From an optimization exercise on the open Yosys and OpenROAD flow, aimed at small area, a short achievable clock period and few clock cycles; shortcuts taken in it are not production practice.
Where RTL was checked, it was by simulation tests only, not by an equivalence proof against the original.

==> flow/design.v <==
module muldiv (
    input  wire        clk,
    input  wire        rst,
    input  wire        start,
    input  wire        op,
    input  wire [31:0] a,
    input  wire [31:0] b,
    output reg         done,
    output reg         divby0,
    output wire [31:0] hi,
    output wire [31:0] lo
);
localparam IDLE = 3'd0, PREP = 3'd1, MSTEP = 3'd2, DSTEP = 3'd3, FIX1 = 3'd4, FIX2 = 3'd5;
reg  [2:0]  state;
reg  [31:0] H, L;
reg         Lx;           
reg  [32:0] Y;            
reg  [4:0]  cnt;          
reg         opr, an, bn;
reg         rs;           
reg         first;        
reg         bs1, bs2, bs4, bsc, binv, bcin;
assign hi = H;
assign lo = L;
function [4:0] blen;
    input [31:0] v;
    integer i;
    begin
        blen = 5'd0;
        for (i = 0; i < 31; i = i + 1)
            if (v[i] ^ v[31]) blen = i + 1;
    end
endfunction
wire [4:0] lza = blen(a);
wire [4:0] lzb = blen(b);
wire       pa  = a[31] & ~|(~a[31:1] & a[30:0]);
wire [5:0] La0 = {1'b0, lza} + {5'd0, op & pa};
wire [5:0] Lb0 = {1'b0, lzb} | {5'd0, op & (lzb == 5'd0)};
wire       zq0 = (lza < lzb) & ~pa;
wire       by0 = (b == 32'd0);
reg  [5:0] La, Lb;
reg        zqf;                  
wire [6:0] kd  = {1'b0, La} - {1'b0, Lb};
wire       zq  = kd[6];          
wire       swp = kd[6];          
wire [4:0] lm  = swp ? La[4:0] : Lb[4:0];
wire [4:0] cnt0 = opr ? kd[4:0] : {1'b0, lm[4:1]};
wire [35:0] Yx = {{3{Y[32]}}, Y};
wire [35:0] X  = ({36{bs1}} & Yx)
               | ({36{bs2}} & {Yx[34:0], 1'b0})
               | ({36{bs4}} & {Yx[33:0], 2'b00})
               | {34'd0, bsc, bsc};
wire [35:0] Bop = X ^ {36{binv}};
wire [35:0] Aop = {Lx, Lx, Lx, L, 2'b00};
wire [35:0] S   = Aop + Bop + {35'd0, bcin};
wire [4:0]  shamt = opr ? kd[4:0] : {~lm[4:1], 1'b0};
wire [32:0] shin  = (opr | ~swp) ? Y : {L[31], L};
wire [32:0] shout = shin << shamt;
wire [29:0] Hsh = H[29:0];
wire [29:0] Hp1 = Hsh + 30'd1;
wire [29:0] Hm1 = Hsh - 30'd1;
wire [29:0] Hc  = (S[35:34] == 2'b01) ? Hp1 : (S[35:34] == 2'b11) ? Hm1 : Hsh;
reg  [29:0] mask;
integer mi;
always @(*) begin
    for (mi = 0; mi < 30; mi = mi + 1)
        mask[mi] = ({cnt, 1'b0} <= (6'd29 - mi));
end
wire [31:0] Hmul = {(mask & Hc) | (~mask & Hsh), S[33:32]};
function [2:0] booth;    
    input [2:0] x;
    begin
        booth[2] = x[1] ^ x[0];
        booth[1] = (x[2] & ~x[1] & ~x[0]) | (~x[2] & x[1] & x[0]);
        booth[0] = x[2] & ~(x[1] & x[0]);
    end
endfunction
wire [2:0] bprep = booth({shout[31:30], shout[29] & (lm[4:1] != 4'd0)});
wire [2:0] bstep = booth({H[29:28], H[27] & (cnt != 5'd1)});
wire nq  = an ^ bn;
wire sub = ~nq;
wire rsn = an ? (S[35] | (S[35:2] == 34'd0)) : ~S[35];
always @(posedge clk) begin
    if (rst) begin
        state  <= IDLE;
        done   <= 1'b0;
        divby0 <= 1'b0;
    end else begin
        done <= 1'b0;
        case (state)
            IDLE: if (start) begin
                divby0 <= op & by0;
                if (op & by0) begin
                    done <= 1'b1;
                end else begin
                    state <= PREP;
                end
            end
            PREP: begin
                if (!opr)           state <= MSTEP;
                else if (zq & zqf) begin
                    state <= IDLE;
                    done  <= 1'b1;
                end else if (zq)    state <= FIX1;
                else                state <= DSTEP;
            end
            MSTEP: if (cnt == 5'd0) begin
                state <= IDLE;
                done  <= 1'b1;
            end
            DSTEP: if (cnt == 5'd0) state <= FIX1;
            FIX1: if (nq) state <= FIX2;
                  else begin
                      state <= IDLE;
                      done  <= 1'b1;
                  end
            FIX2: begin
                state <= IDLE;
                done  <= 1'b1;
            end
            default: state <= IDLE;
        endcase
    end
end
always @(posedge clk) begin
    {bs1, bs2, bs4, bsc, binv, bcin} <= 6'd0;
    case (state)
        IDLE: begin
            L   <= a;
            Lx  <= a[31];
            Y   <= {b[31], b};
            opr <= op;
            an  <= a[31];
            bn  <= b[31];
            La  <= La0;
            Lb  <= Lb0;
            zqf <= zq0;
        end
        PREP: begin
            cnt <= cnt0;
            if (!opr) begin
                H  <= shout[31:0];
                if (!swp) Y <= {L[31], L};
                L  <= 32'd0;
                Lx <= 1'b0;
                {bs1, bs2, binv} <= bprep;
                bcin <= bprep[0];
            end else if (zq & zqf) begin
                H  <= S[33:2];
                L  <= 32'd0;
            end else begin
                Y  <= shout;
                {Lx, L} <= S[34:2];
                H  <= {32{nq}};
                rs    <= 1'b0;
                first <= 1'b1;
                bs4  <= ~zq;
                binv <= ~zq & sub;
                bcin <= ~zq & sub;
            end
        end
        MSTEP: begin
            H <= Hmul;
            L <= S[31:0];
            cnt <= cnt - 5'd1;
            {bs1, bs2, binv} <= bstep;
            bcin <= bstep[0];
        end
        DSTEP: begin
            {Lx, L} <= S[34:2];
            H     <= {H[30:0], (rs & ~first) ^ nq};
            rs    <= rsn;
            first <= 1'b0;
            cnt   <= cnt - 5'd1;
            if (cnt != 5'd0) Y <= {Y[32], Y[32:1]};
            bs4  <= (cnt != 5'd0) | ~rsn;
            binv <= rsn ^ bn ^ an;
            bcin <= rsn ^ bn ^ an;
        end
        FIX1: begin
            H <= S[33:2];
            L <= {H[30:0], rs ^ nq};
            bsc  <= 1'b1;
            bcin <= 1'b1;
        end
        FIX2: begin
            L <= S[33:2];
        end
        default: ;
    endcase
end
endmodule
Settings: LEC_CHECK=0, CAP_MARGIN=20, CORE_MARGIN=2, CORE_UTILIZATION=40, PLACE_DENSITY=0.6, SLEW_MARGIN=20; clock period 5.0 ns.
standard.sh (not shown) runs the stock make flow with config.mk's settings and CLKGATE_MAP_FILE= SYNTH_SCRIPT=/design/flow/synth_recipe.tcl, a recipe that flattens the netlist after the stock synthesis.
==> flow/flow/run.sh <==
#!/bin/bash
# The standard layout, with the smallest buffer on each port (the standard
# flow picks a delay cell). Each tool's own log stays under orfs/logs/.
set -euo pipefail
export BUFFER_PORTS_ARGS="-buffer_cell sky130_fd_sc_hd__buf_1"
bash standard.sh > flow.log 2>&1
The first run produced a clean layout.
==> next run, changes <==
SETUP_SLACK_MARGIN = 0.5   (was unset)
After rerunning:
- The new run finished clean
- clock-buffer cell count climbs by 1
- die area does not change
- wire length climbs by 6.7%
- first-iteration DRC count climbs by 4.7%
Function was not checked in any run of this note: the RTL went through the layout flow alone.

---

Setup of v51:
Another version of the RTL of muldiv (not shown whole).
For scale: about 2300 cells after synthesis, about 120 flip-flops.
==> flow/config.mk <==
export PLATFORM = sky130hd
export DESIGN_NAME = muldiv
export DESIGN_NICKNAME = muldiv
export VERILOG_FILES = /design/flow/design.v
export SDC_FILE = /design/flow/constraint.sdc
export NUM_CORES = 4
export LEC_CHECK = 0
export ABC_AREA = 1
export CAP_MARGIN = 20
export CORE_MARGIN = 2
export CORE_UTILIZATION = 40
export CTS_BUF_LIST = sky130_fd_sc_hd__clkbuf_4 sky130_fd_sc_hd__clkbuf_8
export PLACE_DENSITY = 0.6
export SETUP_SLACK_MARGIN = 0.3
export SLEW_MARGIN = 20
==> flow/constraint.sdc <==
create_clock -name core_clock -period 5.0 [get_ports {clk}]
set_input_delay 1.0000 -clock core_clock [delete_from_list [all_inputs] [get_ports {clk}]]
set_output_delay 1.0000 -clock core_clock [all_outputs]
set_load 0.01 [all_outputs]
Scripts as last shown in full above: flow/flow/run.sh
Testbench counts of v51, summed over its fixed seeds: cycles 11,676.
The following lists how v28 was set up differently from v51:
- clearing ABC_AREA, which used to be 1
- putting GPL_TIMING_DRIVEN at 0 where nothing was set
- swapping 0.3 for 0.5 in SETUP_SLACK_MARGIN
- clearing CTS_BUF_LIST, which used to be sky130_fd_sc_hd__clkbuf_4 sky130_fd_sc_hd__clkbuf_8
## What came out
The synthesized cell count of v28 falls short of that of v51 by 348. v51: all stages complete, timing, DRC and antenna checks passed. v28 reached the final stage; the timing, design-rule and antenna checks on its layout passed. Hold slack for v28: 75 ps down relative to v51. Routing usage on met2: v28 vs v51 up 9.1 points. [compare] base=v51 new=v28: sum of routed wire length over all layers rose 23%, design area rose 6.2%.
The inputs of v47 differ from those of v28 as listed below.
- GPL_TIMING_DRIVEN removed (was 0)
- SETUP_SLACK_MARGIN changed from 0.5 to 0.3
- TNS_END_PERCENT newly set to 10
==> notes.md <==
Total of cells resized after clock tree synthesis came out lower on v47 than on v28.
Changes observed in v47 relative to v28: overall overflow remaining after global route now sits at about the same level, wire length of the first global-routing pass now sits lower.
Taking v47 over v28, the post-detailed-placement half-perimeter wirelength ratio works out to 0.830.
Filler cell count in v47 vs v28: down about 1.1%

---

Starting RTL as in the previous note.
Design muldiv, start of the top module:
module muldiv (
    input  wire        clk,
    input  wire        rst,
    input  wire        start,
    input  wire        op,
    input  wire [31:0] a,
    input  wire [31:0] b,
    output reg         done,
    output reg         divby0,
    output wire [31:0] hi,
    output wire [31:0] lo
);
clock: 5.0 ns
lec_check: 0
abc_area: 1
cap_margin: 20
core_margin: 2
core_utilization: 40
place_density: 0.6
setup_slack_margin: 0.45
slew_margin: 20
Scripts as last shown in full above: flow/flow/run.sh
Testbench counts at the start, summed over its fixed seeds: cycles 11,676.
Then changed:
Settings changed: ABC_AREA 1 to not set, SETUP_SLACK_MARGIN 0.45 to 0.5.
Effect: Die area climbs by 0.73%. Non-clock buffer count grows by 56. Worst hold slack got worse by 0.066 ns. Utilization increases by 1.1 points. Register-to-register slack got worse by 0.25 ns. Synthesized area rises by 0.75%. Setup slack gets worse by 0.041 ns. Clock-buffer cell count is unchanged.
Then changed:
Settings changed: SETUP_SLACK_MARGIN 0.5 to 0.3.
=> The new run completed without violations; cell count shrinks slightly; setup slack improved by 0.052 ns.
Then changed:
Settings changed: ABC_AREA set to 1, CORE_UTILIZATION 40 to 50, PLACE_DENSITY 0.6 to 0.7.
Via count came out higher by a few percent.
Die area is lower by about a fifth.
Setup slack gets better by 0.013 ns.
Routed wire length drops by a few percent.
Cell area fell slightly.
Utilization rises by 11 points.
Sequential cell count does not change.
Then changed:
Settings changed: ABC_AREA 1 to not set, CORE_UTILIZATION 50 to 40, PLACE_DENSITY 0.7 to 0.6, SETUP_SLACK_MARGIN 0.3 to not set.
=> Synthesized area came out higher slightly; worst setup slack got worse by 0.25 ns; routed wire length came out lower slightly; final cell count came out lower by roughly a tenth.

---

Setup of the baseline:
muldiv, a different RTL version from the one above (not shown whole).
For scale: roughly 0.015 mm^2 of cells after synthesis.
export LEC_CHECK = 0
export CAP_MARGIN = 20
export CORE_MARGIN = 2
export CORE_UTILIZATION = 40
export PLACE_DENSITY = 0.6
export SLEW_MARGIN = 20
create_clock -name core_clock -period 5.0 [get_ports {clk}]
run.sh (not shown) runs the stock make flow with config.mk's settings and CLKGATE_MAP_FILE= SYNTH_SCRIPT=/design/flow/synth_recipe.tcl, a recipe that flattens the netlist after the stock synthesis.
Stock flow here: none of the scripts above is used.
The baseline completed; timing, DRC and antenna clean
Testbench counts of the baseline, summed over its fixed seeds: cycles 11,934.
> inputs changed (the baseline -> the candidate)
==> flow/flow/run.sh (new file) <==
#!/bin/bash
# The standard layout, with the smallest buffer on each port (the standard
# flow picks a delay cell). Each tool's own log stays under orfs/logs/.
set -euo pipefail
export BUFFER_PORTS_ARGS="-buffer_cell sky130_fd_sc_hd__buf_1"
bash standard.sh > flow.log 2>&1
==> flow/standard.sh (new file) <==
#!/bin/bash
# synth_recipe.tcl (not shown) runs the flow's synth.tcl, then flattens the netlist and writes it again
# the make line also repeats each setting of config.mk as NAME=value (left out here)
make -C /OpenROAD-flow-scripts/flow DESIGN_CONFIG=/design/flow/config.mk WORK_HOME=/design/flow/orfs CLKGATE_MAP_FILE= SYNTH_SCRIPT=/design/flow/synth_recipe.tcl "${@:-finish}"
removed: flow/run.sh
Findings:
Actual slew at the worst max-slew pin in the candidate is 0.10 ns below the baseline.
or4_4 as the cell with the largest stage delay on the worst path was reported by the candidate, and o21a_1 by the baseline.

---

RTL: one of the versions met above, not the one the previous note started from.
For scale: roughly 2300 cells after synthesis.
export LEC_CHECK = 0
export ABC_AREA = 1
export CAP_MARGIN = 20
export CORE_MARGIN = 2
export CORE_UTILIZATION = 40
export CTS_BUF_LIST = sky130_fd_sc_hd__clkbuf_4 sky130_fd_sc_hd__clkbuf_8
export CTS_CLUSTER_SIZE = 24
export PLACE_DENSITY = 0.6
export SETUP_SLACK_MARGIN = 0.3
export SLEW_MARGIN = 20
create_clock -name core_clock -period 5.0 [get_ports {clk}]
standard.sh (not shown) runs the stock make flow with config.mk's settings and CLKGATE_MAP_FILE= SYNTH_SCRIPT=/design/flow/synth_recipe.tcl, a recipe that flattens the netlist after the stock synthesis.
==> flow/flow/run.sh <==
#!/bin/bash
# The standard layout, with the smallest buffer on each port (the standard
# flow picks a delay cell). Each tool's own log stays under orfs/logs/.
set -euo pipefail
export BUFFER_PORTS_ARGS="-buffer_cell sky130_fd_sc_hd__buf_1"
bash standard.sh > flow.log 2>&1
The first run ran to the end with no violations.
Testbench counts at the start, summed over its fixed seeds: cycles 11,676.
Next try:
Settings changed: CTS_BUF_LIST sky130_fd_sc_hd__clkbuf_4 sky130_fd_sc_hd__clkbuf_8 to default, CTS_CLUSTER_SIZE 24 to default.
Effect: Count of clock-buffer cells in the layout is unchanged; sequential cell count does not change; worst hold slack hardly moves; synthesized cell count stays the same.

## port drivers added, routing unchanged
How much do the figures lean on ideal ports? The routed layouts below were timed once more, with nothing changed but the port constraints. Step 1 assumes that a clkbuf_16 drives the clock port and a buf_2 every other input. Step 2 moves the port delays by t, midway between the first and last clock arrival at a register: inputs arrive t later, outputs are due t later. That takes back most of the time a late clock gives input paths. a / b / c = ideal / step 1 / step 2; a / b = the first two.
run	t, ns	slack for setup (ns)	latest minus earliest clock arrival (ns)	worst data-port slew with drivers (ns)	cell pins on the clock port's net
the first run of note 1	0.506	0.189 / 0.189 / -0.126	0.016 / 0.016	0.03	1
the second run of note 1	0.502	0.507 / 0.507 / 0.235	0.010 / 0.011	0.04	1
v51	0.528	0.487 / 0.487 / 0.178	0.021 / 0.021	0.06	1
v28	0.520	0.353 / 0.353 / 0.077	0.016 / 0.016	0.08	1
v47	0.498	0.476 / 0.497 / 0.010	0.014 / 0.014	0.06	1
the first run of note 3	0.489	0.449 / 0.458 / -0.032	0.015 / 0.015	0.06	1
the second run of note 3	0.496	0.407 / 0.407 / 0.110	0.013 / 0.012	0.10	1
the third run of note 3	0.498	0.459 / 0.459 / 0.031	0.014 / 0.014	0.06	1
the fourth run of note 3	0.490	0.472 / 0.472 / 0.100	0.015 / 0.015	0.14	1
the fifth run of note 3	0.502	0.223 / 0.223 / -0.196	0.016 / 0.015	0.04	1
the baseline	0.490	0.267 / 0.267 / -0.108	0.016 / 0.017	0.05	1
the candidate	0.499	0.297 / 0.322 / -0.170	0.018 / 0.018	0.04	1
the first run of note 5	0.528	0.487 / 0.487 / 0.178	0.021 / 0.021	0.06	1
the second run of note 5	0.504	0.515 / 0.515 / 0.172	0.017 / 0.017	0.06	1
With both steps, setup timing fails in 5 of these runs, where it was met with ideal ports. For the first run of note 3, which loses most, drivers alone change the setup slack by +0.009 ns; drivers and shift together by -0.481 ns.
